Optimization exercise on an open flow, not production practice. RTL: at most simulated, not proved equivalent. Function not checked: run 3. Power: default activity.

==> design.v <==
module pow_5_seq
(
    input         clock,
    input         reset_n,
    input         run,
    input  [17:0] n,
    output        ready,
    output [17:0] n_pow_5
);
    reg rdy;
    always @(posedge clock or negedge reset_n)
        if (!reset_n) rdy <= 1'b0;
        else          rdy <= run;
    assign ready = rdy;
    wire w1;
    wire w2;
    wire w3;
    wire w4;
    wire w5;
    wire w6;
    wire w7;
    wire w8;
    wire w9;
    wire w10;
    wire w11;
    wire w12;
    wire w13;
    wire w14;
    wire w15;
    wire w16;
    wire w17;
    wire w18;
    wire w19;
    wire w20;
    wire w21;
    wire w22;
    wire w23;
    wire w24;
    wire w25;
    wire w26;
    wire w27;
    wire w28;
    wire w29;
    wire w30;
    wire w31;
    wire w32;
    wire w33;
    wire w34;
    wire w35;
    wire w36;
    wire w37;
    wire w38;
    wire w39;
    wire w40;
    wire w41;
    wire w42;
    wire w43;
    wire w44;
    wire w45;
    wire w46;
    wire w47;
    wire w48;
    wire w49;
    wire w50;
    wire w51;
    wire w52;
    wire w53;
    wire w54;
    wire w55;
    wire w56;
    wire w57;
    wire w58;
    wire w59;
    wire w60;
    wire w61;
    wire w62;
    wire w63;
    wire w64;
    wire w65;
    wire w66;
    wire w67;
    wire w68;
    wire w69;
    wire w70;
    wire w71;
    wire w72;
    wire w73;
    wire w74;
    wire w75;
    wire w76;
    wire w77;
    wire w78;
    wire w79;
    wire w80;
    wire w81;
    wire w82;
    wire w83;
    wire w84;
    wire w85;
    wire w86;
    wire w87;
    wire w88;
    wire w89;
    wire w90;
    wire w91;
    wire w92;
    wire w93;
    wire w94;
    wire w95;
    wire w96;
    wire w97;
    wire w98;
    wire w99;
    wire w100;
    wire w101;
    wire w102;
    wire w103;
    wire w104;
    wire w105;
    wire w106;
    wire w107;
    wire w108;
    wire w109;
    wire w110;
    wire w111;
    wire w112;
    wire w113;
    wire w114;
    wire w115;
    wire w116;
    wire w117;
    wire w118;
    wire w119;
    wire w120;
    wire w121;
    wire w122;
    wire w123;
    wire w124;
    wire w125;
    wire w126;
    wire w127;
    wire w128;
    wire w129;
    wire w130;
    wire w131;
    wire w132;
    wire w133;
    wire w134;
    wire w135;
    wire w136;
    wire w137;
    wire w138;
    wire w139;
    wire w140;
    wire w141;
    wire w142;
    wire w143;
    wire w144;
    wire w145;
    wire w146;
    wire w147;
    wire w148;
    wire w149;
    wire w150;
    wire w151;
    wire w152;
    wire w153;
    wire w154;
    wire w155;
    wire w156;
    wire w157;
    wire w158;
    wire w159;
    wire w160;
    wire w161;
    wire w162;
    wire w163;
    wire w164;
    wire w165;
    wire w166;
    wire w167;
    wire w168;
    wire w169;
    wire w170;
    wire w171;
    wire w172;
    wire w173;
    wire w174;
    wire w175;
    wire w176;
    wire w177;
    wire w178;
    wire w179;
    wire w180;
    wire w181;
    wire w182;
    wire w183;
    wire w184;
    wire w185;
    wire w186;
    wire w187;
    wire w188;
    wire w189;
    wire w190;
    wire w191;
    wire w192;
    wire w193;
    wire w194;
    wire w195;
    wire w196;
    wire w197;
    wire w198;
    wire w199;
    wire w200;
    wire w201;
    wire w202;
    wire w203;
    wire w204;
    wire w205;
    wire w206;
    wire w207;
    wire w208;
    wire w209;
    wire w210;
    wire w211;
    wire w212;
    wire w213;
    wire w214;
    wire w215;
    wire w216;
    wire w217;
    wire w218;
    wire w219;
    wire w220;
    wire w221;
    wire w222;
    wire w223;
    wire w224;
    wire w225;
    wire w226;
    wire w227;
    wire w228;
    wire w229;
    wire w230;
    wire w231;
    wire w232;
    wire w233;
    wire w234;
    wire w235;
    wire w236;
    wire w237;
    wire w238;
    wire w239;
    wire w240;
    wire w241;
    wire w242;
    wire w243;
    wire w244;
    wire w245;
    wire w246;
    wire w247;
    wire w248;
    wire w249;
    wire w250;
    wire w251;
    wire w252;
    wire w253;
    wire w254;
    wire w255;
    wire w256;
    wire w257;
    wire w258;
    wire w259;
    wire w260;
    wire w261;
    wire w262;
    wire w263;
    wire w264;
    wire w265;
    wire w266;
    wire w267;
    wire w268;
    wire w269;
    wire w270;
    wire w271;
    wire w272;
    wire w273;
    wire w274;
    wire w275;
    wire w276;
    wire w277;
    wire w278;
    wire w279;
    wire w280;
    wire w281;
    wire w282;
    wire w283;
    wire w284;
    wire w285;
    reg r_w116;
    reg r_w111;
    reg r_w109;
    reg r_w119;
    reg r_w128;
    reg r_w130;
    reg r_w129;
    reg r_w131;
    reg r_w142;
    reg r_w144;
    reg r_w143;
    reg r_w158;
    reg r_w145;
    reg r_w160;
    reg r_w162;
    reg r_w186;
    reg r_w187;
    reg r_w188;
    reg r_w118;
    reg r_w199;
    reg r_w211;
    reg r_w223;
    reg r_w224;
    reg r_w221;
    reg r_w238;
    reg r_w219;
    reg r_w246;
    reg r_n_0;
    reg r_w1;
    reg r_w2;
    reg r_w3;
    reg r_w4;
    reg r_w5;
    reg r_w205;
    reg r_w275;
    reg r_w276;
    reg r_w277;
    reg r_w278;
    reg r_w279;
    reg [16:0] lut_a5;
    always @(*)
        case ({n[5], n[4], n[3], n[2], n[1], n[0]})
            6'd0: lut_a5 = 17'b00000000000000000;
            6'd1: lut_a5 = 17'b00000000000000000;
            6'd2: lut_a5 = 17'b00000000000010000;
            6'd3: lut_a5 = 17'b00000000001111001;
            6'd4: lut_a5 = 17'b00000001000000000;
            6'd5: lut_a5 = 17'b00000011000011010;
            6'd6: lut_a5 = 17'b00000111100110000;
            6'd7: lut_a5 = 17'b00010000011010011;
            6'd8: lut_a5 = 17'b00100000000000000;
            6'd9: lut_a5 = 17'b00111001101010100;
            6'd10: lut_a5 = 17'b01100001101010000;
            6'd11: lut_a5 = 17'b10011101010001101;
            6'd12: lut_a5 = 17'b11110011000000000;
            6'd13: lut_a5 = 17'b01101010100101110;
            6'd14: lut_a5 = 17'b00001101001110000;
            6'd15: lut_a5 = 17'b11100101100100111;
            6'd16: lut_a5 = 17'b00000000000000000;
            6'd17: lut_a5 = 17'b01101010100101000;
            6'd18: lut_a5 = 17'b00110101010010000;
            6'd19: lut_a5 = 17'b01110010000100001;
            6'd20: lut_a5 = 17'b00110101000000000;
            6'd21: lut_a5 = 17'b10010100011000010;
            6'd22: lut_a5 = 17'b10101000110110000;
            6'd23: lut_a5 = 17'b10001101011111011;
            6'd24: lut_a5 = 17'b01100000000000000;
            6'd25: lut_a5 = 17'b01000000101111100;
            6'd26: lut_a5 = 17'b01010010111010000;
            6'd27: lut_a5 = 17'b10111100100110101;
            6'd28: lut_a5 = 17'b10100111000000000;
            6'd29: lut_a5 = 17'b00111110011010110;
            6'd30: lut_a5 = 17'b10110010011110000;
            6'd31: lut_a5 = 17'b00110110001001111;
            6'd32: lut_a5 = 17'b00000000000000000;
            6'd33: lut_a5 = 17'b01001010001010000;
            6'd34: lut_a5 = 17'b01010010100010000;
            6'd35: lut_a5 = 17'b01011010111001001;
            6'd36: lut_a5 = 17'b10101001000000000;
            6'd37: lut_a5 = 17'b10000110101101010;
            6'd38: lut_a5 = 17'b01000010000110000;
            6'd39: lut_a5 = 17'b00101101100100011;
            6'd40: lut_a5 = 17'b10100000000000000;
            6'd41: lut_a5 = 17'b11110100110100100;
            6'd42: lut_a5 = 17'b10001100001010000;
            6'd43: lut_a5 = 17'b11001010111011101;
            6'd44: lut_a5 = 17'b00011011000000000;
            6'd45: lut_a5 = 17'b11101011001111110;
            6'd46: lut_a5 = 17'b10101111101110000;
            6'd47: lut_a5 = 17'b11100001101110111;
            6'd48: lut_a5 = 17'b00000000000000000;
            6'd49: lut_a5 = 17'b10001110101111000;
            6'd50: lut_a5 = 17'b00010111110010000;
            6'd51: lut_a5 = 17'b00101010101110001;
            6'd52: lut_a5 = 17'b01011101000000000;
            6'd53: lut_a5 = 17'b01001010000010010;
            6'd54: lut_a5 = 17'b10010011010110000;
            6'd55: lut_a5 = 17'b11100000101001011;
            6'd56: lut_a5 = 17'b11100000000000000;
            6'd57: lut_a5 = 17'b01000101111001100;
            6'd58: lut_a5 = 17'b11001101011010000;
            6'd59: lut_a5 = 17'b00111000010000101;
            6'd60: lut_a5 = 17'b01001111000000000;
            6'd61: lut_a5 = 17'b11100001000100110;
            6'd62: lut_a5 = 17'b11000100111110000;
            6'd63: lut_a5 = 17'b11011000010011111;
        endcase
    assign w1 = lut_a5[0];
    assign w2 = lut_a5[1];
    assign w3 = lut_a5[2];
    assign w4 = lut_a5[3];
    assign w5 = lut_a5[4];
    assign w6 = lut_a5[5];
    assign w7 = lut_a5[6];
    assign w8 = lut_a5[7];
    assign w9 = lut_a5[8];
    assign w10 = lut_a5[9];
    assign w11 = lut_a5[10];
    assign w12 = lut_a5[11];
    assign w13 = lut_a5[12];
    assign w14 = lut_a5[13];
    assign w15 = lut_a5[14];
    assign w16 = lut_a5[15];
    assign w17 = lut_a5[16];
    reg [7:0] lut_p;
    always @(*)
        case ({n[5], n[4], n[3], n[2], n[1], n[0]})
            6'd0: lut_p = 8'b00000000;
            6'd1: lut_p = 8'b00000000;
            6'd2: lut_p = 8'b00000101;
            6'd3: lut_p = 8'b00011001;
            6'd4: lut_p = 8'b01010000;
            6'd5: lut_p = 8'b11000011;
            6'd6: lut_p = 8'b10010101;
            6'd7: lut_p = 8'b11101110;
            6'd8: lut_p = 8'b00000000;
            6'd9: lut_p = 8'b00000010;
            6'd10: lut_p = 8'b00110101;
            6'd11: lut_p = 8'b11011111;
            6'd12: lut_p = 8'b01010000;
            6'd13: lut_p = 8'b11011101;
            6'd14: lut_p = 8'b11100101;
            6'd15: lut_p = 8'b11001100;
            6'd16: lut_p = 8'b00000000;
            6'd17: lut_p = 8'b11110100;
            6'd18: lut_p = 8'b00100101;
            6'd19: lut_p = 8'b00010101;
            6'd20: lut_p = 8'b01010000;
            6'd21: lut_p = 8'b01100111;
            6'd22: lut_p = 8'b11110101;
            6'd23: lut_p = 8'b10011010;
            6'd24: lut_p = 8'b00000000;
            6'd25: lut_p = 8'b11010110;
            6'd26: lut_p = 8'b11010101;
            6'd27: lut_p = 8'b10111011;
            6'd28: lut_p = 8'b01010000;
            6'd29: lut_p = 8'b01100001;
            6'd30: lut_p = 8'b11000101;
            6'd31: lut_p = 8'b01011000;
            6'd32: lut_p = 8'b00000000;
            6'd33: lut_p = 8'b10101000;
            6'd34: lut_p = 8'b01000101;
            6'd35: lut_p = 8'b11010001;
            6'd36: lut_p = 8'b01010000;
            6'd37: lut_p = 8'b11001011;
            6'd38: lut_p = 8'b01010101;
            6'd39: lut_p = 8'b00000110;
            6'd40: lut_p = 8'b00000000;
            6'd41: lut_p = 8'b01101010;
            6'd42: lut_p = 8'b01110101;
            6'd43: lut_p = 8'b01010111;
            6'd44: lut_p = 8'b01010000;
            6'd45: lut_p = 8'b10100101;
            6'd46: lut_p = 8'b10100101;
            6'd47: lut_p = 8'b10100100;
            6'd48: lut_p = 8'b00000000;
            6'd49: lut_p = 8'b00011100;
            6'd50: lut_p = 8'b01100101;
            6'd51: lut_p = 8'b01001101;
            6'd52: lut_p = 8'b01010000;
            6'd53: lut_p = 8'b11101111;
            6'd54: lut_p = 8'b10110101;
            6'd55: lut_p = 8'b00110010;
            6'd56: lut_p = 8'b00000000;
            6'd57: lut_p = 8'b10111110;
            6'd58: lut_p = 8'b00010101;
            6'd59: lut_p = 8'b10110011;
            6'd60: lut_p = 8'b01010000;
            6'd61: lut_p = 8'b10101001;
            6'd62: lut_p = 8'b10000101;
            6'd63: lut_p = 8'b10110000;
        endcase
    assign w18 = lut_p[0];
    assign w19 = lut_p[1];
    assign w20 = lut_p[2];
    assign w21 = lut_p[3];
    assign w22 = lut_p[4];
    assign w23 = lut_p[5];
    assign w24 = lut_p[6];
    assign w25 = lut_p[7];
    reg [2:0] lut_q;
    always @(*)
        case ({n[5], n[4], n[3], n[2], n[1], n[0]})
            6'd0: lut_q = 3'b000;
            6'd1: lut_q = 3'b001;
            6'd2: lut_q = 3'b010;
            6'd3: lut_q = 3'b001;
            6'd4: lut_q = 3'b000;
            6'd5: lut_q = 3'b100;
            6'd6: lut_q = 3'b110;
            6'd7: lut_q = 3'b100;
            6'd8: lut_q = 3'b000;
            6'd9: lut_q = 3'b111;
            6'd10: lut_q = 3'b010;
            6'd11: lut_q = 3'b111;
            6'd12: lut_q = 3'b000;
            6'd13: lut_q = 3'b010;
            6'd14: lut_q = 3'b110;
            6'd15: lut_q = 3'b010;
            6'd16: lut_q = 3'b000;
            6'd17: lut_q = 3'b101;
            6'd18: lut_q = 3'b010;
            6'd19: lut_q = 3'b101;
            6'd20: lut_q = 3'b000;
            6'd21: lut_q = 3'b000;
            6'd22: lut_q = 3'b110;
            6'd23: lut_q = 3'b000;
            6'd24: lut_q = 3'b000;
            6'd25: lut_q = 3'b011;
            6'd26: lut_q = 3'b010;
            6'd27: lut_q = 3'b011;
            6'd28: lut_q = 3'b000;
            6'd29: lut_q = 3'b110;
            6'd30: lut_q = 3'b110;
            6'd31: lut_q = 3'b110;
            6'd32: lut_q = 3'b000;
            6'd33: lut_q = 3'b001;
            6'd34: lut_q = 3'b010;
            6'd35: lut_q = 3'b001;
            6'd36: lut_q = 3'b000;
            6'd37: lut_q = 3'b100;
            6'd38: lut_q = 3'b110;
            6'd39: lut_q = 3'b100;
            6'd40: lut_q = 3'b000;
            6'd41: lut_q = 3'b111;
            6'd42: lut_q = 3'b010;
            6'd43: lut_q = 3'b111;
            6'd44: lut_q = 3'b000;
            6'd45: lut_q = 3'b010;
            6'd46: lut_q = 3'b110;
            6'd47: lut_q = 3'b010;
            6'd48: lut_q = 3'b000;
            6'd49: lut_q = 3'b101;
            6'd50: lut_q = 3'b010;
            6'd51: lut_q = 3'b101;
            6'd52: lut_q = 3'b000;
            6'd53: lut_q = 3'b000;
            6'd54: lut_q = 3'b110;
            6'd55: lut_q = 3'b000;
            6'd56: lut_q = 3'b000;
            6'd57: lut_q = 3'b011;
            6'd58: lut_q = 3'b010;
            6'd59: lut_q = 3'b011;
            6'd60: lut_q = 3'b000;
            6'd61: lut_q = 3'b110;
            6'd62: lut_q = 3'b110;
            6'd63: lut_q = 3'b110;
        endcase
    assign w26 = lut_q[0];
    assign w27 = lut_q[1];
    assign w28 = lut_q[2];
    reg [2:0] lut_r;
    always @(*)
        case ({n[10], n[9], n[8], n[7], n[6]})
            5'd0: lut_r = 3'b000;
            5'd1: lut_r = 3'b000;
            5'd2: lut_r = 3'b001;
            5'd3: lut_r = 3'b010;
            5'd4: lut_r = 3'b100;
            5'd5: lut_r = 3'b110;
            5'd6: lut_r = 3'b001;
            5'd7: lut_r = 3'b100;
            5'd8: lut_r = 3'b000;
            5'd9: lut_r = 3'b100;
            5'd10: lut_r = 3'b001;
            5'd11: lut_r = 3'b110;
            5'd12: lut_r = 3'b100;
            5'd13: lut_r = 3'b010;
            5'd14: lut_r = 3'b001;
            5'd15: lut_r = 3'b000;
            5'd16: lut_r = 3'b000;
            5'd17: lut_r = 3'b000;
            5'd18: lut_r = 3'b001;
            5'd19: lut_r = 3'b010;
            5'd20: lut_r = 3'b100;
            5'd21: lut_r = 3'b110;
            5'd22: lut_r = 3'b001;
            5'd23: lut_r = 3'b100;
            5'd24: lut_r = 3'b000;
            5'd25: lut_r = 3'b100;
            5'd26: lut_r = 3'b001;
            5'd27: lut_r = 3'b110;
            5'd28: lut_r = 3'b100;
            5'd29: lut_r = 3'b010;
            5'd30: lut_r = 3'b001;
            5'd31: lut_r = 3'b000;
        endcase
    assign w29 = lut_r[0];
    assign w30 = lut_r[1];
    assign w31 = lut_r[2];
    assign w32 = n[0] & n[6];
    assign w33 = n[0] & n[7];
    assign w34 = n[0] & n[8];
    assign w35 = n[0] & n[9];
    assign w36 = n[0] & n[10];
    assign w37 = n[0] & n[11];
    assign w38 = w18 & n[6];
    assign w39 = w18 & n[7];
    assign w40 = w18 & n[8];
    assign w41 = w18 & n[9];
    assign w42 = w18 & n[10];
    assign w43 = w18 & n[11];
    assign w44 = w19 & n[6];
    assign w45 = w19 & n[7];
    assign w46 = w19 & n[8];
    assign w47 = w19 & n[9];
    assign w48 = w19 & n[10];
    assign w49 = w19 & n[11];
    assign w50 = w20 & n[6];
    assign w51 = w20 & n[7];
    assign w52 = w20 & n[8];
    assign w53 = w20 & n[9];
    assign w54 = w20 & n[10];
    assign w55 = w20 & n[11];
    assign w56 = w21 & n[6];
    assign w57 = w21 & n[7];
    assign w58 = w21 & n[8];
    assign w59 = w21 & n[9];
    assign w60 = w21 & n[10];
    assign w61 = w22 & n[6];
    assign w62 = w22 & n[7];
    assign w63 = w22 & n[8];
    assign w64 = w22 & n[9];
    assign w65 = w23 & n[6];
    assign w66 = w23 & n[7];
    assign w67 = w23 & n[8];
    assign w68 = w24 & n[6];
    assign w69 = w24 & n[7];
    assign w70 = w25 & n[6];
    assign w71 = n[0] & n[12];
    assign w72 = n[0] & n[13];
    assign w73 = n[0] & n[14];
    assign w74 = n[0] & n[15];
    assign w75 = n[0] & n[16];
    assign w76 = n[0] & n[17];
    assign w77 = w18 & n[12];
    assign w78 = w18 & n[13];
    assign w79 = w19 & n[12];
    assign w80 = n[0] & w29;
    assign w81 = n[0] & w30;
    assign w82 = n[0] & w31;
    assign w83 = w1 & n[6];
    assign w84 = w1 & w29;
    assign w85 = w1 & w30;
    assign w86 = w26 & n[6];
    assign w87 = w26 & w29;
    assign w88 = w27 & n[6];
    assign w89 = w28 & n[6];
    assign w90 = w34 ^ w32;
    assign w91 = w34 & w32;
    assign w92 = w35 ^ w33 ^ w91;
    assign w93 = (w35 & w33) | (w35 & w91) | (w33 & w91);
    assign w94 = w36 ^ w34 ^ w93;
    assign w95 = (w36 & w34) | (w36 & w93) | (w34 & w93);
    assign w96 = w10 ^ w38;
    assign w97 = w10 & w38;
    assign w98 = w37 ^ w35 ^ w11;
    assign w99 = (w37 & w35) | (w37 & w11) | (w35 & w11);
    assign w100 = w95 ^ w39 ^ w44;
    assign w101 = (w95 & w39) | (w95 & w44) | (w39 & w44);
    assign w102 = w97 ^ w98;
    assign w103 = w97 & w98;
    assign w104 = w36 ^ w71 ^ w12;
    assign w105 = (w36 & w71) | (w36 & w12) | (w71 & w12);
    assign w106 = w40 ^ w45 ^ w50;
    assign w107 = (w40 & w45) | (w40 & w50) | (w45 & w50);
    assign w108 = w99 ^ w104 ^ w101;
    assign w109 = (w99 & w104) | (w99 & w101) | (w104 & w101);
    assign w110 = w106 ^ w103;
    assign w111 = w106 & w103;
    assign w112 = w37 ^ w72 ^ w32;
    assign w113 = (w37 & w72) | (w37 & w32) | (w72 & w32);
    assign w114 = w112 ^ w13 ^ w41;
    assign w115 = (w112 & w13) | (w112 & w41) | (w13 & w41);
    assign w116 = w46 ^ w51 ^ w56;
    assign w117 = (w46 & w51) | (w46 & w56) | (w51 & w56);
    assign w118 = w105 ^ w107 ^ w114;
    assign w119 = (w105 & w107) | (w105 & w114) | (w107 & w114);
    assign w120 = r_w116 ^ r_w111 ^ r_w109;
    assign w121 = (r_w116 & r_w111) | (r_w116 & r_w109) | (r_w111 & r_w109);
    assign w122 = w73 ^ w71 ^ w113;
    assign w123 = (w73 & w71) | (w73 & w113) | (w71 & w113);
    assign w124 = w14 ^ w122 ^ w42;
    assign w125 = (w14 & w122) | (w14 & w42) | (w122 & w42);
    assign w126 = w47 ^ w52 ^ w57;
    assign w127 = (w47 & w52) | (w47 & w57) | (w52 & w57);
    assign w128 = w61 ^ w83 ^ w115;
    assign w129 = (w61 & w83) | (w61 & w115) | (w83 & w115);
    assign w130 = w117 ^ w124 ^ w126;
    assign w131 = (w117 & w124) | (w117 & w126) | (w124 & w126);
    assign w132 = r_w119 ^ r_w128 ^ r_w130;
    assign w133 = (r_w119 & r_w128) | (r_w119 & r_w130) | (r_w128 & r_w130);
    assign w134 = w74 ^ w72 ^ w123;
    assign w135 = (w74 & w72) | (w74 & w123) | (w72 & w123);
    assign w136 = w15 ^ w43 ^ w48;
    assign w137 = (w15 & w43) | (w15 & w48) | (w43 & w48);
    assign w138 = w53 ^ w58 ^ w62;
    assign w139 = (w53 & w58) | (w53 & w62) | (w58 & w62);
    assign w140 = w65 ^ w80 ^ w86;
    assign w141 = (w65 & w80) | (w65 & w86) | (w80 & w86);
    assign w142 = w134 ^ w125 ^ w127;
    assign w143 = (w134 & w125) | (w134 & w127) | (w125 & w127);
    assign w144 = w136 ^ w138 ^ w140;
    assign w145 = (w136 & w138) | (w136 & w140) | (w138 & w140);
    assign w146 = r_w129 ^ r_w131 ^ r_w142;
    assign w147 = (r_w129 & r_w131) | (r_w129 & r_w142) | (r_w131 & r_w142);
    assign w148 = r_w144 ^ w133;
    assign w149 = r_w144 & w133;
    assign w150 = w75 ^ w73 ^ w16;
    assign w151 = (w75 & w73) | (w75 & w16) | (w73 & w16);
    assign w152 = w49 ^ w54 ^ w59;
    assign w153 = (w49 & w54) | (w49 & w59) | (w54 & w59);
    assign w154 = w63 ^ w66 ^ w68;
    assign w155 = (w63 & w66) | (w63 & w68) | (w66 & w68);
    assign w156 = w77 ^ w81 ^ w84;
    assign w157 = (w77 & w81) | (w77 & w84) | (w81 & w84);
    assign w158 = w88 ^ w135 ^ w150;
    assign w159 = (w88 & w135) | (w88 & w150) | (w135 & w150);
    assign w160 = w137 ^ w139 ^ w141;
    assign w161 = (w137 & w139) | (w137 & w141) | (w139 & w141);
    assign w162 = w152 ^ w154 ^ w156;
    assign w163 = (w152 & w154) | (w152 & w156) | (w154 & w156);
    assign w164 = r_w143 ^ r_w158 ^ r_w145;
    assign w165 = (r_w143 & r_w158) | (r_w143 & r_w145) | (r_w158 & r_w145);
    assign w166 = r_w160 ^ r_w162 ^ w147;
    assign w167 = (r_w160 & r_w162) | (r_w160 & w147) | (r_w162 & w147);
    assign w168 = w164 ^ w149;
    assign w169 = w164 & w149;
    assign w170 = w76 ^ w74;
    assign w171 = w170 ^ w17;
    assign w172 = w55 ^ w60;
    assign w173 = w64 ^ w67;
    assign w174 = w69 ^ w70;
    assign w175 = w78 ^ w79;
    assign w176 = w82 ^ w85;
    assign w177 = w87 ^ w89;
    assign w178 = w171 ^ w172;
    assign w179 = w173 ^ w174;
    assign w180 = w175 ^ w176;
    assign w181 = w177 ^ w151;
    assign w182 = w153 ^ w155;
    assign w183 = w157 ^ w178;
    assign w184 = w179 ^ w180;
    assign w185 = w181 ^ w182;
    assign w186 = w183 ^ w184;
    assign w187 = w159 ^ w161;
    assign w188 = w185 ^ w163;
    assign w189 = r_w186 ^ r_w187;
    assign w190 = r_w188 ^ w189;
    assign w191 = w165 ^ w190;
    assign w192 = w167 ^ w191;
    assign w193 = w6 & w32;
    assign w194 = w7 & w33;
    assign w195 = w8 & w90;
    assign w196 = w9 & w92;
    assign w197 = w94 & w96;
    assign w198 = w100 & w102;
    assign w199 = w108 & w110;
    assign w200 = r_w118 & w120;
    assign w201 = w121 & w132;
    assign w202 = w146 & w148;
    assign w203 = w166 & w168;
    assign w204 = w169 & w192;
    assign w205 = w6 ^ w32;
    assign w206 = w7 ^ w33;
    assign w207 = w8 ^ w90;
    assign w208 = w9 ^ w92;
    assign w209 = w94 ^ w96;
    assign w210 = w100 ^ w102;
    assign w211 = w108 ^ w110;
    assign w212 = r_w118 ^ w120;
    assign w213 = w121 ^ w132;
    assign w214 = w146 ^ w148;
    assign w215 = w166 ^ w168;
    assign w216 = w169 ^ w192;
    assign w217 = w3 & w2;
    assign w218 = w5 & w4;
    assign w219 = w194 | (w206 & w193);
    assign w220 = w206 & w205;
    assign w221 = w196 | (w208 & w195);
    assign w222 = w208 & w207;
    assign w223 = w198 | (w210 & w197);
    assign w224 = w210 & w209;
    assign w225 = w200 | (w212 & r_w199);
    assign w226 = w212 & r_w211;
    assign w227 = w202 | (w214 & w201);
    assign w228 = w214 & w213;
    assign w229 = w204 | (w216 & w203);
    assign w230 = w216 & w215;
    assign w231 = w2 & w1;
    assign w232 = w217 & w1;
    assign w233 = w205 & w218;
    assign w234 = w220 & w218;
    assign w235 = w197 | (w209 & w221);
    assign w236 = w209 & w222;
    assign w237 = r_w223 | (r_w224 & r_w221);
    assign w238 = w224 & w222;
    assign w239 = w201 | (w213 & w225);
    assign w240 = w213 & w226;
    assign w241 = w227 | (w228 & w225);
    assign w242 = w228 & w226;
    assign w243 = w4 & w232;
    assign w244 = w218 & w232;
    assign w245 = w233 & w232;
    assign w246 = w234 & w232;
    assign w247 = r_w199 | (r_w211 & w237);
    assign w248 = r_w211 & r_w238;
    assign w249 = w225 | (w226 & w237);
    assign w250 = w226 & r_w238;
    assign w251 = w239 | (w240 & w237);
    assign w252 = w240 & r_w238;
    assign w253 = w241 | (w242 & w237);
    assign w254 = w242 & r_w238;
    assign w255 = w195 | (w207 & w219);
    assign w256 = w207 & w246;
    assign w257 = w221 | (w222 & w219);
    assign w258 = w222 & w246;
    assign w259 = w235 | (w236 & w219);
    assign w260 = w236 & w246;
    assign w261 = w237 | (r_w238 & r_w219);
    assign w262 = r_w238 & r_w246;
    assign w263 = w247 | (w248 & r_w219);
    assign w264 = w248 & r_w246;
    assign w265 = w249 | (w250 & r_w219);
    assign w266 = w250 & r_w246;
    assign w267 = w251 | (w252 & r_w219);
    assign w268 = w252 & r_w246;
    assign w269 = w253 | (w254 & r_w219);
    assign w270 = w254 & r_w246;
    assign w271 = w203 | (w215 & w269);
    assign w272 = w215 & w270;
    assign w273 = w229 | (w230 & w269);
    assign w274 = w230 & w270;
    assign w275 = w206 ^ w193;
    assign w276 = w207 ^ w219;
    assign w277 = w208 ^ w255;
    assign w278 = w209 ^ w257;
    assign w279 = w210 ^ w259;
    assign w280 = r_w211 ^ w261;
    assign w281 = w212 ^ w263;
    assign w282 = w213 ^ w265;
    assign w283 = w214 ^ w267;
    assign w284 = w215 ^ w269;
    assign w285 = w216 ^ w271;
    always @(posedge clock) begin
        r_w116 <= w116;
        r_w111 <= w111;
        r_w109 <= w109;
        r_w119 <= w119;
        r_w128 <= w128;
        r_w130 <= w130;
        r_w129 <= w129;
        r_w131 <= w131;
        r_w142 <= w142;
        r_w144 <= w144;
        r_w143 <= w143;
        r_w158 <= w158;
        r_w145 <= w145;
        r_w160 <= w160;
        r_w162 <= w162;
        r_w186 <= w186;
        r_w187 <= w187;
        r_w188 <= w188;
        r_w118 <= w118;
        r_w199 <= w199;
        r_w211 <= w211;
        r_w223 <= w223;
        r_w224 <= w224;
        r_w221 <= w221;
        r_w238 <= w238;
        r_w219 <= w219;
        r_w246 <= w246;
        r_n_0 <= n[0];
        r_w1 <= w1;
        r_w2 <= w2;
        r_w3 <= w3;
        r_w4 <= w4;
        r_w5 <= w5;
        r_w205 <= w205;
        r_w275 <= w275;
        r_w276 <= w276;
        r_w277 <= w277;
        r_w278 <= w278;
        r_w279 <= w279;
    end
    assign n_pow_5 = {w285, w284, w283, w282, w281, w280, r_w279, r_w278, r_w277, r_w276, r_w275, r_w205, r_w5, r_w4, r_w3, r_w2, r_w1, r_n_0};
endmodule
==> flow/run.sh <==
#!/bin/bash
set -euo pipefail
W=$PWD
PLAT=${FLOW_PLATFORM:-sky130hd}
RES=$W/orfs/results/$PLAT/pow_5_seq/base
REF=$W/ref/results/$PLAT/pow_5_seq/base

# reference: the unchanged standard synthesis, in its own work folder
sed 's#WORK_HOME=\([^ ]*\)/orfs #WORK_HOME=\1/ref #' standard.sh > ref_standard.sh
bash ref_standard.sh "$REF/1_2_yosys.v" > ref_synth.log 2>&1

# our synthesis
bash standard.sh "SYNTH_ARGS=-noabc" "$RES/1_2_yosys.v" > synth_noabc.log 2>&1
if ! python3 flow/match_regs.py "$REF/1_2_yosys.v" "$RES/1_2_yosys.v" > match_regs.log 2>&1; then
  echo "flip-flops do not pair; using the standard synthesis netlist" >> match_regs.log
  cp "$REF/1_2_yosys.v" "$RES/1_2_yosys.v"
  cp "$REF/1_2_yosys.sdc" "$RES/1_2_yosys.sdc"
fi

bash standard.sh "SYNTH_ARGS=-noabc" "BUFFER_PORTS_ARGS=-buffer_cell sky130_fd_sc_hd__buf_1" \
  "CTS_ARGS=-sink_clustering_enable -repair_clock_nets -dont_use_dummy_load -root_buf sky130_fd_sc_hd__clkbuf_8 -buf_list sky130_fd_sc_hd__clkbuf_8" \
  finish > standard_flow.log 2>&1
==> flow/match_regs.py <==
#!/usr/bin/env python3
"""Give each flip-flop of our netlist the instance name the standard synthesis gave the
flip-flop that drives the same net, so the registers pair by name with the standard
synthesis. Exits non-zero (and changes nothing) unless every flip-flop pairs one to one
with the same cell type."""
import re, sys

FF = re.compile(r'^(\s*)(sky130_fd_sc_hd__(?:df|edf|sdf|dl)\w*)\s+(\\\S+\s|\S+)\s*\((.*?)\);', re.S | re.M)

def flops(txt):
    out = []
    for m in FF.finditer(txt):
        q = re.search(r'\.Q\(\s*(\\\S+\s|[^)\s]+)\s*\)', m.group(4))
        out.append((m.group(2), m.group(3).strip(), q.group(1).strip() if q else None, m))
    return out

ref_txt = open(sys.argv[1]).read()
our_txt = open(sys.argv[2]).read()
ref = flops(ref_txt)
our = flops(our_txt)
by_q = {}
for typ, name, q, _ in ref:
    if q is None or q in by_q:
        sys.exit('reference flip-flop without a unique Q net: %s' % name)
    by_q[q] = (typ, name)
if len(ref) != len(our):
    sys.exit('flip-flop count differs: %d vs %d' % (len(ref), len(our)))
used = set()
edits = []
for typ, name, q, m in our:
    if q not in by_q:
        sys.exit('no reference flip-flop drives %s' % q)
    rtyp, rname = by_q[q]
    if rtyp != typ or rname in used:
        sys.exit('flip-flop on %s does not pair: %s %s vs %s %s' % (q, typ, name, rtyp, rname))
    used.add(rname)
    if rname != name:
        edits.append((m.start(3), m.end(3), rname + (' ' if rname.startswith('\\') else '')))
        print('rename %s -> %s' % (name, rname))
for s, e, new in sorted(edits, reverse=True):
    our_txt = our_txt[:s] + new + ' ' + our_txt[e:].lstrip() if False else our_txt[:s] + new + our_txt[e:]
open(sys.argv[2], 'w').write(our_txt)
print('paired %d flip-flops, renamed %d' % (len(our), len(edits)))
==> standard.sh <==
#!/bin/bash
# synth_recipe.tcl (not shown) runs the flow's synth.tcl, then flattens the netlist and writes it again
# the make line also repeats each setting of config.mk as NAME=value (left out here)
make -C /OpenROAD-flow-scripts/flow DESIGN_CONFIG=/design/flow/config.mk WORK_HOME=/design/flow/orfs CLKGATE_MAP_FILE= SYNTH_SCRIPT=/design/flow/synth_recipe.tcl "${@:-finish}"
==> config.mk <==
export PLATFORM = sky130hd
export DESIGN_NAME = pow_5_seq
export DESIGN_NICKNAME = pow_5_seq
export VERILOG_FILES = /design/flow/design.v
export SDC_FILE = /design/flow/constraint.sdc
export NUM_CORES = 4
export LEC_CHECK = 0
export ABC_AREA = 1
export CAP_MARGIN = 20
export CORE_MARGIN = 2
export CORE_UTILIZATION = 40
export SETUP_SLACK_MARGIN = 1.7
export SLEW_MARGIN = 20
==> constraint.sdc <==
create_clock -name core_clock -period 5.8 [get_ports {clock}]
set_input_delay 1.1600 -clock core_clock [delete_from_list [all_inputs] [get_ports {clock}]]
set_output_delay 1.1600 -clock core_clock [all_outputs]
set_load 0.01 [all_outputs]
==> impl_metrics.json, run 1 <==
{
  "period_needed_ns": 4.01,
  "diodes": 0,
  "fin_crit_sh_pct": 69.2,
  "cap_violations": 0,
  "synth_flop_cell": "dfxtp_1",
  "cts_buffers": 5,
  "rsz0062_at_grt": "true",
  "wl_met2_microns": 5850,
  "highest_layer": "met4",
  "clk_pin_slew_ns": 0.08,
  "track_usage_pct": 25.5,
  "synth_area_per_cell_sq_um": 6.90,
  "fin_util_pct": 44.2,
  "via_per_inst": 5.49,
  "grt_first_pass_wirelength_microns": 21600,
  "syn_inst": 582,
  "h-tree-depth": 2,
  "synth_most_common_cell": "nand2_1",
  "dp.cells": 724,
  "status": "no timing/DRC/antenna violations",
  "hp-class": "input port to asynchronous set/reset pin",
  "root_buffer": "clkbuf_8",
  "rows": 36,
  "drtIter0Drc": 453,
  "required_ns": 4.64,
  "instances_no_fill": 732,
  "cts.sinks": 39,
  "num-nets-final": 674,
  "fmax_mhz": 249,
  "vias": 4019,
  "antenna_found_initial": 0,
  "ir_drop_uv": 199,
  "hold_viol_final": 0,
  "finalInstanceArea_sq_um": 4320,
  "multi_input_area_sq_um": 2840,
  "ys_types": 39,
  "clockBufferDepth": 2,
  "cp_max_fo": 2,
  "crit_top_cell": "xnor2_1",
  "first_global_vias": 4079,
  "synthesis.area_sq_um": 4010,
  "die_w_microns": 104,
  "syn2layout_area_growth_pct": 7.73,
  "postRouteAntennaNets": 0,
  "fp.dieH_microns": 104,
  "slowest_stage": "fa_1",
  "worstSetupPathType": "flop to output pin",
  "power_leakage_nw": 2.21,
  "grt_max_degree": 34,
  "wl_per_cell_microns": 18.3,
  "dr.pass1.iters": 5,
  "drt-met1-wl_microns": 5830,
  "powerDensity_nw_per_um2": 312,
  "grt-ovfl-total": 0,
  "critPathMaxStageDelay_ns": 0.57,
  "ff_latch_area_sq_um": 787,
  "yosysTopAreaCell": "dfxtp_1",
  "crit_buf_inv": 1,
  "netlist.area_leader.share_pct": 19.0,
  "synthArstFlopShare_pct": 2.56,
  "drive_gt1_share_pct": 7.01,
  "hpwlAfterDp_microns": 10400,
  "portBuffers": 39,
  "syn_nets": 655,
  "initial_utilization_pct": 41.1,
  "routed_wl_microns": 13400,
  "setup_tns_ns": 0,
  "startpoint_type": "flop",
  "gp_congestion": 1.04,
  "relSlewSlack_pct": 56.9,
  "cp_top_family": "adder cells",
  "worstPathArrival_ns": 2.85,
  "tritoncts": "done",
  "synth_common_cells": "nand2_1, nor2_1, inv_1",
  "crit_cells": 10,
  "dieArea_sq_um": 10900,
  "nFillCells": 1088,
  "dpl_cell_area_sq_um": 4170,
  "wl_met3_microns": 1140,
  "coreArea_sq_um": 9770,
  "finalSetupViolCount": 0,
  "whs_ns": 0.608,
  "pin_count": 40,
  "ys_seq_area_share_pct": 19.6,
  "yosysWarnings": 1,
  "synth_edf_count": 0,
  "cts_hold_buffers": 0,
  "cp-end-kind": "output pin",
  "post-route-drc-count": 0,
  "path_cells": "fa_1 -> ha_4 -> a21oi_4 -> o21bai_4 -> a21o_1 -> fa_2 -> xnor2_2 -> xnor2_1 -> xnor2_1 -> buf_2",
  "ys_seq_elements": 39,
  "synth_area_leaders": "dfxtp_1, fa_1, nand2_1",
  "worst_pin_slew_ns": 0.644,
  "drv_slew": 0
}
==> area by class of cell <==
type / count / area share (%)
multi-input combinational: 445 / 65.6
inverter: 58 / 5.03
timing repair buffer: 52 / 5.73
tap: 133 / 3.85
clock buffer: 5 / 1.59
sequential: 39 / 18.2
==> path summary, 6_finish.rpt <==
path,slack (ns),startpoint,endpoint
worst max-delay path,1.79,r_w109,n_pow_5[17]
worst min-delay path,0.61,reset_n,rdy
max in group asynchronous,5.09,reset_n,rdy
min in group core_clock,0.97,run,rdy
==> routing by layer <==
| layer | vias up | global-route usage [%] |
|---|---|---|
| met1 | 1841 | 33.9 |
| met5 | - | 0 |
| met4 | 0 | 12.1 |
| li1 | 1887 | - |
| met2 | 238 | 39.6 |
| met3 | 53 | 5.45 |
==> kinds of logic (layout without fill, tap and decap cells) <==
logic type | after synthesis | in the layout | synth area share, %
AO/OA/AOI/OAI | 83 | 83 | 12.3
XOR/XNOR | 19 | 19 | 4.15
adder cells (fa/ha/maj) | 52 | 52 | 23.1
buffers and inverters | 98 | 115 | 11.3
flip-flops | 39 | 39 | 19.6
AND/OR/NAND/NOR | 291 | 291 | 29.6
==> stage by stage <==
step           setup WS, ns  power [mW]
6_report               1.79        1.35
5_1_grt                1.64        1.47
4_1_cts                1.65        1.29
3_5_place_dp           1.29        1.10
3_3_place_gp           1.18        1.09
2_1_floorplan          1.74        1.03
==> repair_timing <==
| action | in CTS | in global routing |
|---|---|---|
| gates resized for setup | 5 | 11 |
| endpoints found under the setup margin | 2 | 7 |
| endpoints found under the hold margin | 0 | 0 |
| pin swaps | 3 | 5 |
| cloned | 0 | 0 |
| setup buffers | 0 | 3 |
==> layout by cell type (no fill, tap or decap), drive strengths merged, types with 2 or more instances in the layout <==
master / instances
inv: 57
nand3: 51
ha: 15
nor3: 2
xnor2: 11
o21bai: 2
o21ai: 27
a21o: 3
a21oi: 27
a31oi: 7
buf: 50
xor2: 8
o211ai: 3
dfxtp: 38
a32o: 2
fa: 37
a32oi: 3
nor2: 71
nand2: 161
clkbuf: 7
nand4: 5
==> report_power, final <==
part	switching (mW)	internal, mW
sequential	0.0284	0.340
combinational	0.464	0.349
clock	0.0924	0.0776
total	0.585	0.766
Testbench counts, summed over its fixed seeds: cycles 24,000, items 24,000.
==> run 2: changes to the inputs <==
--- a/config.mk
+++ b/config.mk
@@ -7,3 +7,2 @@
 export LEC_CHECK = 0
-export ABC_AREA = 1
 export CAP_MARGIN = 20
==> run 2 against run 1 <==
  * Highest routed layer unchanged
  * First-iteration DRC count is 5.3% lower
  * Cell count is 14% lower
  * Design area is 0.87% higher
  * Largest cell class unchanged
  * Maximum frequency is 1.2% lower
  * Still clean on timing, DRC and antenna
  * Clock power is 5% lower
  * Critical path type unchanged
==> impl_metrics.json, run 2 <==
{
  "crit_buf_inv": 1,
  "dp.cells": 623,
  "nFillCells": 1045,
  "powerDensity_nw_per_um2": 300,
  "worst_pin_slew_ns": 0.722,
  "cp-end-kind": "output pin",
  "track_usage_pct": 19.9,
  "initial_utilization_pct": 40.8,
  "grt-ovfl-total": 0,
  "clockBufferDepth": 2,
  "synthesis.area_sq_um": 4170,
  "postRouteAntennaNets": 0,
  "h-tree-depth": 2,
  "fin_ws_ns": 1.74,
  "status": "no timing/DRC/antenna violations",
  "place_ws_ns": 1.31,
  "via_per_inst": 5.68,
  "routed_wl_microns": 10800,
  "ys_types": 62,
  "fmax_mhz": 246,
  "netlist.area_leader.share_pct": 18.2,
  "startpoint_type": "flop",
  "synthArstFlopShare_pct": 2.56,
  "vias": 3584,
  "hold_viol_final": 0,
  "critPathMaxStageDelay_ns": 0.47,
  "antenna_found_initial": 0,
  "grt_max_degree": 49,
  "cap_violations": 0,
  "tritoncts": "done",
  "gp_congestion": 0.949,
  "crit_top_cell": "o21a_1",
  "path_cells": "fa_1 -> ha_1 -> o21a_1 -> o21a_1 -> o21ai_2 -> nand2b_1 -> fa_2 -> xor2_2 -> xnor2_2 -> xnor2_1 -> buf_2",
  "layout_common_cells": "nand2_1, o21ai_0, nor2_1",
  "cts.sinks": 39,
  "grt_first_pass_wirelength_microns": 17900,
  "first_global_vias": 3443,
  "yosysWarnings": 1,
  "hpwlAfterDp_microns": 8050,
  "finalSetupViolCount": 0,
  "power_leakage_nw": 1.85,
  "die_w_microns": 106,
  "ir_drop_uv": 163,
  "final_common_cell": "nand2_1",
  "syn_nets": 572,
  "dr.pass1.iters": 5,
  "cp_max_fo": 2,
  "cts_buffers": 5,
  "root_buffer": "clkbuf_8",
  "ys_seq_elements": 39,
  "fp.dieH_microns": 106,
  "synth_area_per_cell_sq_um": 8.36,
  "whs_ns": 0.635,
  "slowest_stage": "fa_1",
  "dieArea_sq_um": 11300,
  "coreArea_sq_um": 10200,
  "synth_edf_count": 0,
  "cp_top_family": "adder cells",
  "drive_gt1_share_pct": 8.89,
  "post-route-drc-count": 0,
  "instances_no_fill": 631,
  "relSlewSlack_pct": 51.9,
  "hp-class": "input port to asynchronous set/reset pin",
  "required_ns": 4.64,
  "synth_most_common_cell": "nand2_1",
  "period_needed_ns": 4.06,
  "rsz0062_at_grt": "true",
  "wl_per_cell_microns": 17.1,
  "worstSetupPathType": "flop to output pin",
  "drv_slew": 0,
  "yosysTopAreaCell": "dfxtp_1",
  "synth_flop_cell": "dfxtp_1",
  "num-nets-final": 570,
  "diodes": 0,
  "synth_area_leaders": "dfxtp_1, fa_1, o21ai_0",
  "pin_count": 40,
  "rows": 37,
  "ys_seq_area_share_pct": 18.8,
  "syn2layout_area_growth_pct": 4.50,
  "fin_crit_sh_pct": 70.0,
  "syn_inst": 499,
  "cts_hold_buffers": 0,
  "clk_pin_slew_ns": 0.08,
  "worstPathArrival_ns": 2.90,
  "synth_common_cells": "nand2_1, o21ai_0, dfxtp_1, nor2_1, fa_1",
  "portBuffers": 39,
  "drtIter0Drc": 429,
  "setup_tns_ns": 0
}
==> run 2: cell count changes in the layout (fill, tap and decap cells not counted), moves of 16 or more <==
cell | previous run | this run
and2_1 | 0 | 19
and3_1 | 0 | 16
inv_1 | 53 | 9
nand3_1 | 51 | 7
nand2_1 | 153 | 41
nor2_1 | 69 | 38
==> run 2: per-layer routing <==
layer / track usage, % / wire length, microns / up-vias / share of wire [%]
li1: - / - / 1701 / -
met5: 0 / 0 / - / 0
met1: 28.0 / 4910 / 1702 / 46
met3: 2.08 / 668 / 14 / 6.2
met2: 32.5 / 4980 / 167 / 46
met4: 5.45 / 210 / 0 / 2.0
==> run 2: report_power, final <==
group          switching [mW]  total, mW  internal (mW)
registers              0.0288      0.371          0.342
logic                   0.415      0.777          0.362
clock network          0.0838      0.161         0.0775
total                   0.527       1.31          0.782
==> run 2: stage by stage <==
step / cell area [sq um] / total power [mW] / util [%]
floorplan: 4260 / 1.05 / -
global placement: 4230 / 1.08 / 41.4
detailed placement: 4230 / 1.09 / 41.4
CTS: 4340 / 1.30 / 42.4
global route: 4360 / 1.44 / 42.6
finish: 4360 / 1.31 / 42.6
==> run 2: cell type report <==
cell class / count / area (sq um) / area share, %
timing repair buffer: 50 / 248 / 5.68
clock buffer: 5 / 68.8 / 1.58
multi-input combinational: 390 / 3050 / 69.8
sequential: 39 / 788 / 18.1
tap: 136 / 170 / 3.90
inverter: 11 / 41.3 / 0.947
==> run 2: cell families (layout without fill, tap and decap cells) <==
group	Yosys count	count (layout)	synth area share [%]
xor gates and xnor gates	30	30	7.46
DFF	39	39	18.8
adders and majority gates	52	52	22.2
buffers and inverters	70	66	9.68
and+or+nand+nor	173	173	21.2
AOI/OAI and AO/OA	135	135	20.6
==> run 2: repair_timing <==
action	in CTS	in global routing
pin swaps	5	6
resized for setup	8	6
buffers inserted	3	0
endpoints found under the setup margin	2	6
==> run 2: worst paths after layout <==
| path | from | end | slack, ns | cells after the start |
|---|---|---|---|---|
| max in group asynchronous | reset_n | rdy | 5.07 | 1 |
| min | reset_n | rdy | 0.64 | 1 |
| min in group core_clock | run | rdy | 1.00 | 1 |
| max | r_w109 | n_pow_5[17] | 1.74 | 11 |
==> run 3: changes to the inputs <==
--- a/design.v
+++ b/design.v
@@ -323,5 +323,7 @@
     reg r_w221;
-    reg r_w238;
+    reg r_w222;
     reg r_w219;
     reg r_w246;
+    reg r_w210;
+    reg r_w259;
     reg r_n_0;
@@ -337,3 +339,2 @@
     reg r_w278;
-    reg r_w279;
     reg [16:0] lut_a5;
@@ -815,3 +816,3 @@
     assign w237 = r_w223 | (r_w224 & r_w221);
-    assign w238 = w224 & w222;
+    assign w238 = r_w224 & r_w222;
     assign w239 = w201 | (w213 & w225);
@@ -825,9 +826,9 @@
     assign w247 = r_w199 | (r_w211 & w237);
-    assign w248 = r_w211 & r_w238;
+    assign w248 = r_w211 & w238;
     assign w249 = w225 | (w226 & w237);
-    assign w250 = w226 & r_w238;
+    assign w250 = w226 & w238;
     assign w251 = w239 | (w240 & w237);
-    assign w252 = w240 & r_w238;
+    assign w252 = w240 & w238;
     assign w253 = w241 | (w242 & w237);
-    assign w254 = w242 & r_w238;
+    assign w254 = w242 & w238;
     assign w255 = w195 | (w207 & w219);
@@ -838,4 +839,4 @@
     assign w260 = w236 & w246;
-    assign w261 = w237 | (r_w238 & r_w219);
-    assign w262 = r_w238 & r_w246;
+    assign w261 = w237 | (w238 & r_w219);
+    assign w262 = w238 & r_w246;
     assign w263 = w247 | (w248 & r_w219);
@@ -856,3 +857,3 @@
     assign w278 = w209 ^ w257;
-    assign w279 = w210 ^ w259;
+    assign w279 = r_w210 ^ r_w259;
     assign w280 = r_w211 ^ w261;
@@ -888,5 +889,7 @@
         r_w221 <= w221;
-        r_w238 <= w238;
+        r_w222 <= w222;
         r_w219 <= w219;
         r_w246 <= w246;
+        r_w210 <= w210;
+        r_w259 <= w259;
         r_n_0 <= n[0];
@@ -902,5 +905,4 @@
         r_w278 <= w278;
-        r_w279 <= w279;
     end
-    assign n_pow_5 = {w285, w284, w283, w282, w281, w280, r_w279, r_w278, r_w277, r_w276, r_w275, r_w205, r_w5, r_w4, r_w3, r_w2, r_w1, r_n_0};
+    assign n_pow_5 = {w285, w284, w283, w282, w281, w280, w279, r_w278, r_w277, r_w276, r_w275, r_w205, r_w5, r_w4, r_w3, r_w2, r_w1, r_n_0};
 endmodule
==> run 3 against run 2 <==
  * Highest routed layer unchanged
  * Sequential share of layout area rose by 0.54 points
  * Critical endpoint unchanged
  * Sequential cell count rose by 1
  * Design area fell by 0.57%
  * Power fell by 1.6%
  * Non-clock buffer count fell by 1
==> impl_metrics.json, run 3 <==
{
  "crit_end": "n_pow_5[17]",
  "num-nets-final": 559,
  "yosysWarnings": 1,
  "status": "no timing/DRC/antenna violations",
  "synth_common_cells": "dfxtp_1, fa_1, o21ai_0",
  "cp-end-kind": "output pin",
  "root_buffer": "clkbuf_8",
  "drive_gt1_share_pct": 8.26,
  "dieArea_sq_um": 11300,
  "cp_max_fo": 3,
  "relSlewSlack_pct": 51.4,
  "yosysTopAreaCell": "dfxtp_1",
  "worstPathArrival_ns": 2.95,
  "grt_first_pass_wirelength_microns": 17700,
  "postRouteAntennaNets": 0,
  "powerDensity_nw_per_um2": 297,
  "fmax_mhz": 244,
  "power_leakage_nw": 1.82,
  "h-tree-depth": 2,
  "rows": 37,
  "finalSetupViolCount": 0,
  "first_global_vias": 3359,
  "track_usage_pct": 20.0,
  "drtIter0Drc": 425,
  "drv_slew": 0,
  "syn2layout_area_growth_pct": 3.43,
  "required_ns": 4.64,
  "syn_nets": 561,
  "period_needed_ns": 4.11,
  "dr.pass1.iters": 5,
  "final_common_cell": "dfxtp_1",
  "die_w_microns": 106,
  "hp-class": "input port to asynchronous set/reset pin",
  "clockBufferDepth": 2,
  "layout_common_cells": "dfxtp_1, nand2_1, o21ai_0",
  "rsz0062_at_grt": "true",
  "cts_buffers": 5,
  "via_per_inst": 5.71,
  "synth_area_leaders": "dfxtp_1, fa_1, ha_1",
  "pin_count": 40,
  "wl_per_cell_microns": 17.9,
  "routed_wl_microns": 11100,
  "ys_seq_area_share_pct": 19.2,
  "diodes": 0,
  "initial_utilization_pct": 41.0,
  "vias": 3541,
  "startpoint_type": "flop",
  "crit_start": "r_w109",
  "synth_most_common_cell": "dfxtp_1",
  "syn_inst": 488,
  "fp.dieH_microns": 106,
  "cap_violations": 0,
  "hpwlAfterDp_microns": 8110,
  "worst_pin_slew_ns": 0.729,
  "netlist.area_leader.share_pct": 18.6,
  "post-route-drc-count": 0,
  "portBuffers": 39,
  "synthesis.area_sq_um": 4190,
  "synthArstFlopShare_pct": 2.50,
  "ir_drop_uv": 134,
  "tritoncts": "done",
  "place_ws_ns": 1.26,
  "cts.sinks": 40,
  "synth_area_per_cell_sq_um": 8.59,
  "ys_types": 61,
  "worstSetupPathType": "flop to output pin",
  "grt_max_degree": 51,
  "total_power_mw": 1.29,
  "synth_edf_count": 0,
  "gp_congestion": 0.978,
  "coreArea_sq_um": 10200,
  "grt-ovfl-total": 0,
  "nFillCells": 1015,
  "fin_ws_ns": 1.69,
  "synth_flop_cell": "dfxtp_1",
  "whs_ns": 0.631,
  "fin_crit_sh_pct": 70.8,
  "ys_seq_elements": 40,
  "antenna_found_initial": 0,
  "hold_viol_final": 0,
  "clk_pin_slew_ns": 0.09,
  "setup_tns_ns": 0
}
[run 3: changes by cell type after synthesis, moves of 5 or more]
cell | previous run | this run
and3_1 | 16 | 9
nand2_1 | 42 | 36
nor2b_1 | 15 | 21
nor2_1 | 38 | 33
[run 3: cell type report]
class / count / area (sq um) / share of cell area [%]
multi-input combinational: 382 / 3020 / 69.6
sequential: 40 / 807 / 18.6
timing repair buffer: 49 / 236 / 5.45
tap: 136 / 170 / 3.92
clock buffer: 5 / 68.8 / 1.59
inverter: 8 / 33.8 / 0.779
[run 3: cells by family (layout without fill, tap and decap cells)]
family / after synthesis / count (layout) / synth area share (%)
DFF: 40 / 40 / 19.2
adders and majority gates: 53 / 53 / 22.4
buffers and inverters: 66 / 62 / 9.58
and+or+nand+nor: 159 / 159 / 20.1
AOI/OAI and AO/OA: 135 / 135 / 20.3
muxes: 2 / 2 / 0.477
xor gates and xnor gates: 33 / 33 / 7.88
[run 3: repair_timing]
item                       in CTS  in global routing
gates cloned                    0                  0
setup buffers                   4                  1
hold buffers                    0                  0
setup endpoints to repair       4                 11
pin swaps                       2                  2
gates resized for setup         5                  9
[run 3: how the worst min path moves through the flow]
stage          endpoint  slack [ns]  cells past startpoint
5_1_grt             rdy        0.62                      1
3_5_place_dp        rdy        0.93                      1
2_1_floorplan       rdy        0.86                      0
6_report            rdy        0.63                      1
3_3_place_gp        rdy        0.92                      1
4_1_cts             rdy        0.62                      1
[run 3: layer usage]
layer	track usage, %	wire length [microns]
met5	0	0
met2	31.4	5120
met3	3.19	694
met4	6.86	361
met1	27.8	4930
[run 3: metrics by stage]
step                cell area, sq um  util (%)  cells
global route                    4340      42.4    620
global placement                4190      41.0    610
CTS                             4310      42.1    619
finish                          4340      42.4    620
detailed placement              4190      41.0    610
floorplan                       4220         -    488
[run 3: worst max-delay path, cell delays in order, from the launching register on]
cell	delay, ns
dfxtp_2	0.33
fa_1	0.58
ha_4	0.21
o21a_1	0.12
o21a_1	0.20
o21ai_1	0.13
nand2b_1	0.11
fa_2	0.34
xor2_1	0.16
xnor2_1	0.21
xnor2_1	0.13
buf_2	0.14
[run 3: where the power goes]
group / switching [mW] / total (mW) / leakage (nW) / internal [mW]
logic: 0.397 / 0.731 / 1.44 / 0.334
registers: 0.0314 / 0.382 / 0.338 / 0.350
clock network: 0.0968 / 0.175 / 0.0359 / 0.0778
==> run 4: changes to the inputs <==
--- a/design.v
+++ b/design.v
@@ -314,8 +314,10 @@
     reg r_w162;
+    reg r_w185;
+    reg r_w163;
     reg r_w186;
     reg r_w187;
-    reg r_w188;
     reg r_w118;
+    reg r_w108;
+    reg r_w110;
     reg r_w199;
-    reg r_w211;
     reg r_w223;
@@ -766,5 +768,5 @@
     assign w187 = w159 ^ w161;
-    assign w188 = w185 ^ w163;
+    assign w188 = r_w185 ^ r_w163;
     assign w189 = r_w186 ^ r_w187;
-    assign w190 = r_w188 ^ w189;
+    assign w190 = w188 ^ w189;
     assign w191 = w165 ^ w190;
@@ -789,3 +791,3 @@
     assign w210 = w100 ^ w102;
-    assign w211 = w108 ^ w110;
+    assign w211 = r_w108 ^ r_w110;
     assign w212 = r_w118 ^ w120;
@@ -804,3 +806,3 @@
     assign w225 = w200 | (w212 & r_w199);
-    assign w226 = w212 & r_w211;
+    assign w226 = w212 & w211;
     assign w227 = w202 | (w214 & w201);
@@ -825,4 +827,4 @@
     assign w246 = w234 & w232;
-    assign w247 = r_w199 | (r_w211 & w237);
-    assign w248 = r_w211 & w238;
+    assign w247 = r_w199 | (w211 & w237);
+    assign w248 = w211 & w238;
     assign w249 = w225 | (w226 & w237);
@@ -858,3 +860,3 @@
     assign w279 = r_w210 ^ r_w259;
-    assign w280 = r_w211 ^ w261;
+    assign w280 = w211 ^ w261;
     assign w281 = w212 ^ w263;
@@ -880,8 +882,10 @@
         r_w162 <= w162;
+        r_w185 <= w185;
+        r_w163 <= w163;
         r_w186 <= w186;
         r_w187 <= w187;
-        r_w188 <= w188;
         r_w118 <= w118;
+        r_w108 <= w108;
+        r_w110 <= w110;
         r_w199 <= w199;
-        r_w211 <= w211;
         r_w223 <= w223;
--- a/config.mk
+++ b/config.mk
@@ -10,3 +10,3 @@
 export CORE_UTILIZATION = 40
-export SETUP_SLACK_MARGIN = 1.7
+export SETUP_SLACK_MARGIN = 1.9
 export SLEW_MARGIN = 20
==> run 4 against run 3 <==
  * Combinational power up 11%
  * Sequential power up 4%
  * Area after synthesis down 2.0%
  * Still clean
  * Synthesized cell count down 2.0%
  * Clock-buffer cell count unchanged
  * Maximum frequency down 0.89%
  * Sequential cell count up 2
  * Design area up 1.3%
  * Non-clock buffer count up 5
  * Via count down 0.85%
  * Critical path depth unchanged
  * Hold slack better by 0.0045 ns
  * Critical endpoint unchanged
==> impl_metrics.json, run 4 <==
{
  "hp-class": "input port to asynchronous set/reset pin",
  "tritoncts": "done",
  "root_buffer": "clkbuf_8",
  "synth_edf_count": 0,
  "startpoint_type": "flop",
  "power_leakage_nw": 1.84,
  "place_ws_ns": 1.38,
  "coreArea_sq_um": 10100,
  "synth_area_per_cell_sq_um": 8.60,
  "cap_violations": 0,
  "synth-simple-area-share_pct": 17.6,
  "final_common_cell": "a21oi_1",
  "synth_most_common_cell": "a21oi_1",
  "status": "no timing/DRC/antenna violations",
  "drv_slew": 0,
  "rows": 37,
  "diodes": 0,
  "finalSetupViolCount": 0,
  "synthArstFlopShare_pct": 2.38,
  "wl_per_cell_microns": 17.3,
  "fmax_mhz": 241,
  "ys_seq_area_share_pct": 20.6,
  "drtIter0Drc": 431,
  "hpwlAfterDp_microns": 7670,
  "netlist.area_leader.share_pct": 20.0,
  "cp-end-kind": "output pin",
  "cts.sinks": 42,
  "worstPathArrival_ns": 2.98,
  "synthMuxAreaShare_pct": 0.731,
  "post-route-drc-count": 0,
  "routed_wl_microns": 10700,
  "yosysTopAreaCell": "dfxtp_1",
  "synth_compound_area_share_pct": 22.7,
  "dieArea_sq_um": 11100,
  "pin_count": 40,
  "syn_inst": 478,
  "first_global_vias": 3397,
  "cp_max_fo": 2,
  "ir_drop_uv": 200,
  "drive_gt1_share_pct": 11.0,
  "fp.dieH_microns": 105,
  "h-tree-depth": 2,
  "required_ns": 4.64,
  "track_usage_pct": 19.7,
  "synth_xor_area_share_pct": 7.70,
  "gp_congestion": 0.942,
  "vias": 3511,
  "syn2layout_area_growth_pct": 6.88,
  "worst_pin_slew_ns": 0.712,
  "num-nets-final": 555,
  "synth_common_cells": "a21oi_1, dfxtp_1, fa_1",
  "hold_viol_final": 0,
  "via_per_inst": 5.69,
  "ys_types": 61,
  "dr.pass1.iters": 5,
  "fin_ws_ns": 1.66,
  "worstSetupPathType": "flop to output pin",
  "postRouteAntennaNets": 0,
  "synthesis.area_sq_um": 4110,
  "grt-ovfl-total": 0,
  "die_w_microns": 105,
  "initial_utilization_pct": 40.5,
  "clockBufferDepth": 2,
  "ys_seq_elements": 42,
  "synth_top_family_by_area": "compound AO/OA/AOI/OAI gates",
  "rsz0062_at_grt": "true",
  "synth_area_leaders": "dfxtp_1, fa_1, a21oi_1",
  "grt_first_pass_wirelength_microns": 17400,
  "synth_flop_cell": "dfxtp_1",
  "grt_max_degree": 42,
  "setup_tns_ns": 0,
  "antenna_found_initial": 0,
  "period_needed_ns": 4.14,
  "relSlewSlack_pct": 51.9,
  "powerDensity_nw_per_um2": 314,
  "clk_pin_slew_ns": 0.08,
  "layout_common_cells": "a21oi_1, dfxtp_1, fa_1",
  "syn_nets": 550,
  "fin_crit_sh_pct": 71.4,
  "synth_fa_ha_area_share_pct": 22.3,
  "portBuffers": 39,
  "yosysWarnings": 1,
  "cts_buffers": 5
}
-- run 4: cell count changes in the layout (fill, tap and decap cells not counted), sizes merged, moves of 5 or more --
cell	before	now
a21oi	35	43
nand2	38	32
o21ai	42	31
o22ai	6	11
xnor2	15	21
xor2	15	10
-- run 4: worst max path at each step --
stage	from	endpoint	slack, ns	cells past startpoint
global placement	n[1]	r_w144	1.41	8
finish	r_w109	n_pow_5[17]	1.66	11
CTS	r_w116	n_pow_5[17]	1.69	11
detailed placement	n[1]	r_w162	1.38	8
floorplan	n[0]	r_w199	1.87	12
global route	r_w109	n_pow_5[17]	1.50	11
-- run 4: critical path, cell delays in order, from the launching register on --
cell and delay, ns:
dfxtp_2 0.33, fa_1 0.58, ha_4 0.21, o21a_1 0.11, o21a_1 0.20, o21ai_1 0.13, nand2b_1 0.11, fa_2 0.40
xor2_2 0.17, xnor2_2 0.19, xnor2_1 0.13, buf_2 0.14
-- run 4: cell families after synthesis --
logic type               Yosys count
AO/OA/AOI/OAI                    145
buffers and inverters             65
AND/OR/NAND/NOR                  139
flip-flops                        42
adder cells (fa/ha/maj)           51
XOR/XNOR                          33
multiplexers                       3
-- run 4: final cells by class --
type | instances | area (sq um)
Clock buffer | 5 | 68.8
Fill cell | 1014 | 5750
Inverter | 9 | 41.3
Multi-Input combinational cell | 371 | 2980
Sequential cell | 42 | 847
Tap cell | 136 | 170
Timing Repair Buffer | 54 | 289
-- run 4: repair_timing --
| item | CTS | global route |
|---|---|---|
| pin swaps | 3 | 6 |
| buffers inserted | 2 | 5 |
| gates resized for setup | 6 | 14 |
| hold buffers | 0 | 0 |
| setup endpoints to repair | 11 | 18 |
-- run 4: stage by stage --
stage | power [mW] | hold slack [ns] | util [%] | cell area, sq um | std cells
floorplan | 1.07 | 0.864 | - | 4160 | 478
CTS | 1.32 | 0.626 | 42.4 | 4300 | 612
detailed placement | 1.12 | 0.926 | 41.5 | 4200 | 605
global route | 1.50 | 0.621 | 43.3 | 4390 | 617
global placement | 1.11 | 0.926 | 41.5 | 4200 | 605
finish | 1.38 | 0.636 | 43.3 | 4390 | 617
-- run 4: where the power goes --
group | switching [mW] | internal (mW)
clock | 0.0894 | 0.0776
combinational | 0.429 | 0.386
sequential | 0.0309 | 0.365
total | 0.549 | 0.829
-- run 4: metal layers --
metal | part of all wire, % | wire length (microns) | global-route usage, %
met5 | 0 | 0 | 0
met2 | 46 | 4900 | 29.7
met3 | 7.4 | 787 | 2.84
met4 | 3.1 | 331 | 8.95
met1 | 44 | 4680 | 27.8
Testbench counts of run 4, summed over its fixed seeds: cycles 24,000, items 24,000.
==> run 5: changes to the inputs <==
--- a/config.mk
+++ b/config.mk
@@ -10,3 +10,3 @@
 export CORE_UTILIZATION = 40
-export SETUP_SLACK_MARGIN = 1.9
+export SETUP_SLACK_MARGIN = 1.5
 export SLEW_MARGIN = 20
==> run 5 against run 4 <==
  * Critical path depth decreased by 1
  * Sequential share of layout area up 0.55 points
  * Still clean
  * Cell count shrank 0.97%
  * Non-clock buffer count decreased by 6
  * Design area down 2.9%
  * Area after synthesis is the same
  * Highest routed layer unchanged
  * Clock power up 2%
  * First-iteration DRC count decreased by 8.4%
  * Sequential power hardly changed
  * Die area did not move
  * Clock-buffer cell count stayed put
  * Wire length increased by 2.4%
==> impl_metrics.json, run 5 <==
{
  "instances_no_fill": 611,
  "status": "no timing/DRC/antenna violations",
  "cts.sinks": 42,
  "hold_viol_final": 0,
  "cp-end-kind": "flop",
  "finalSetupViolCount": 0,
  "fp.dieH_microns": 105,
  "finalInstanceArea_sq_um": 4260,
  "syn_nets": 550,
  "netlist.area_leader.share_pct": 20.0,
  "antenna_found_initial": 0,
  "postRouteAntennaNets": 0,
  "synthArstFlopShare_pct": 2.38,
  "routed_wl_microns": 11000,
  "gp_congestion": 0.945,
  "yosysTopAreaCell": "dfxtp_1",
  "drv_slew": 0,
  "power_leakage_nw": 1.79,
  "layout_common_cells": "a21oi_1, dfxtp_1, fa_1",
  "diodes": 0,
  "startpoint_type": "input port",
  "ys_types": 61,
  "wl_per_cell_microns": 17.9,
  "period_needed_ns": 4.12,
  "synthesis.area_sq_um": 4110,
  "dp.cells": 606,
  "post-route-drc-count": 0,
  "via_per_inst": 5.72,
  "clockBufferDepth": 2,
  "yosysWarnings": 1,
  "ys_seq_area_share_pct": 20.6,
  "synth_most_common_cell": "a21oi_1",
  "rows": 37,
  "synth_area_per_cell_sq_um": 8.60,
  "worstSetupPathType": "input port to flop",
  "cap_violations": 0,
  "synth_edf_count": 0,
  "dieArea_sq_um": 11100,
  "crit_start": "n[1]",
  "cts_buffers": 5,
  "syn_inst": 478,
  "portBuffers": 39,
  "die_w_microns": 105,
  "final_common_cell": "a21oi_1",
  "track_usage_pct": 20.5,
  "drtIter0Drc": 395,
  "synth_flop_cell": "dfxtp_1",
  "fmax_mhz": 243,
  "powerDensity_nw_per_um2": 302,
  "initial_utilization_pct": 40.5,
  "cts_resized": 0,
  "root_buffer": "clkbuf_8",
  "grt-ovfl-total": 0,
  "dr.pass1.iters": 6,
  "grt_first_pass_wirelength_microns": 18000,
  "h-tree-depth": 2,
  "clk_pin_slew_ns": 0.07,
  "synth_common_cells": "a21oi_1, dfxtp_1, fa_1",
  "rsz0062_at_grt": "false",
  "synth_area_leaders": "dfxtp_1, fa_1, a21oi_1",
  "fin_ws_ns": 1.68,
  "required_ns": 5.99,
  "drive_gt1_share_pct": 6.95,
  "worst_pin_slew_ns": 1.10,
  "cp_max_fo": 34,
  "coreArea_sq_um": 10100,
  "hpwlAfterDp_microns": 8000,
  "grt_max_degree": 62,
  "pin_count": 40,
  "syn2layout_area_growth_pct": 3.74,
  "cts_hold_buffers": 0,
  "dpl_cell_area_sq_um": 4190,
  "relSlewSlack_pct": 25.8,
  "tritoncts": "done",
  "ir_drop_uv": 122,
  "vias": 3492,
  "hp-class": "input port to asynchronous set/reset pin",
  "place_ws_ns": 1.43,
  "setup_tns_ns": 0,
  "crit_end": "r_w223",
  "num-nets-final": 549,
  "worstPathArrival_ns": 4.31,
  "ys_seq_elements": 42,
  "fin_crit_sh_pct": 71.1,
  "post_cts_buffers": 0,
  "first_global_vias": 3337
}
[run 5: final cells by class]
class,instances,area [sq um]
Fill cell,1059,5870
Sequential cell,42,846
Timing Repair Buffer,48,220
Multi-Input combinational cell,371,2930
Inverter,9,33.8
Clock buffer,5,68.8
Tap cell,136,170
[run 5: through the flow]
| stage | utilization [%] | hold WS (ns) | total power [mW] |
|---|---|---|---|
| after floorplan | - | 0.864 | 1.07 |
| after global placement | 41.3 | 0.922 | 1.10 |
| after detailed placement | 41.3 | 0.926 | 1.12 |
| after CTS | 42.0 | 0.605 | 1.29 |
| after global routing | 42.1 | 0.610 | 1.41 |
| final | 42.1 | 0.614 | 1.29 |
[run 5: kinds of logic after synthesis]
group / after synthesis / synth area share (%)
multiplexers: 3 / 0.731
AND/OR/NAND/NOR: 139 / 17.6
AO/OA/AOI/OAI: 145 / 22.7
adder cells (fa/ha/maj): 51 / 22.3
XOR/XNOR: 33 / 7.70
buffers and inverters: 65 / 8.40
flip-flops: 42 / 20.6
[run 5: worst min-delay path by stage]
stage / start / to / slack [ns] / cells after the start
floorplan: reset_n / rdy / 0.86 / 0
global route: reset_n / rdy / 0.61 / 1
CTS: reset_n / rdy / 0.61 / 1
finish: reset_n / rdy / 0.61 / 1
detailed placement: reset_n / rdy / 0.93 / 1
global placement: reset_n / rdy / 0.92 / 1
[run 5: critical path, cell delays in order]
cell	delay [ns]
clkbuf_2	0.55
nor2b_1	0.70
a21oi_1	0.18
o22ai_1	0.15
a31oi_1	0.07
o21ai_0	0.30
fa_1	0.44
ha_1	0.28
ha_1	0.30
a21o_1	0.16
[run 5: metal layers]
metal  up-vias  share of wire, %  global-route usage (%)
li1       1646                 -                       -
met1      1665                44                    28.6
met2       165                48                    33.5
met3        16               5.9                    2.16
met4         0               1.8                    6.19
met5         -                 0                       0
[run 5: power breakdown]
| part | internal (mW) | switching, mW | total (mW) |
|---|---|---|---|
| Clock | 0.0776 | 0.0930 | 0.171 |
| Sequential | 0.365 | 0.0290 | 0.394 |
| Combinational | 0.326 | 0.398 | 0.724 |
| Total | 0.769 | 0.520 | 1.29 |
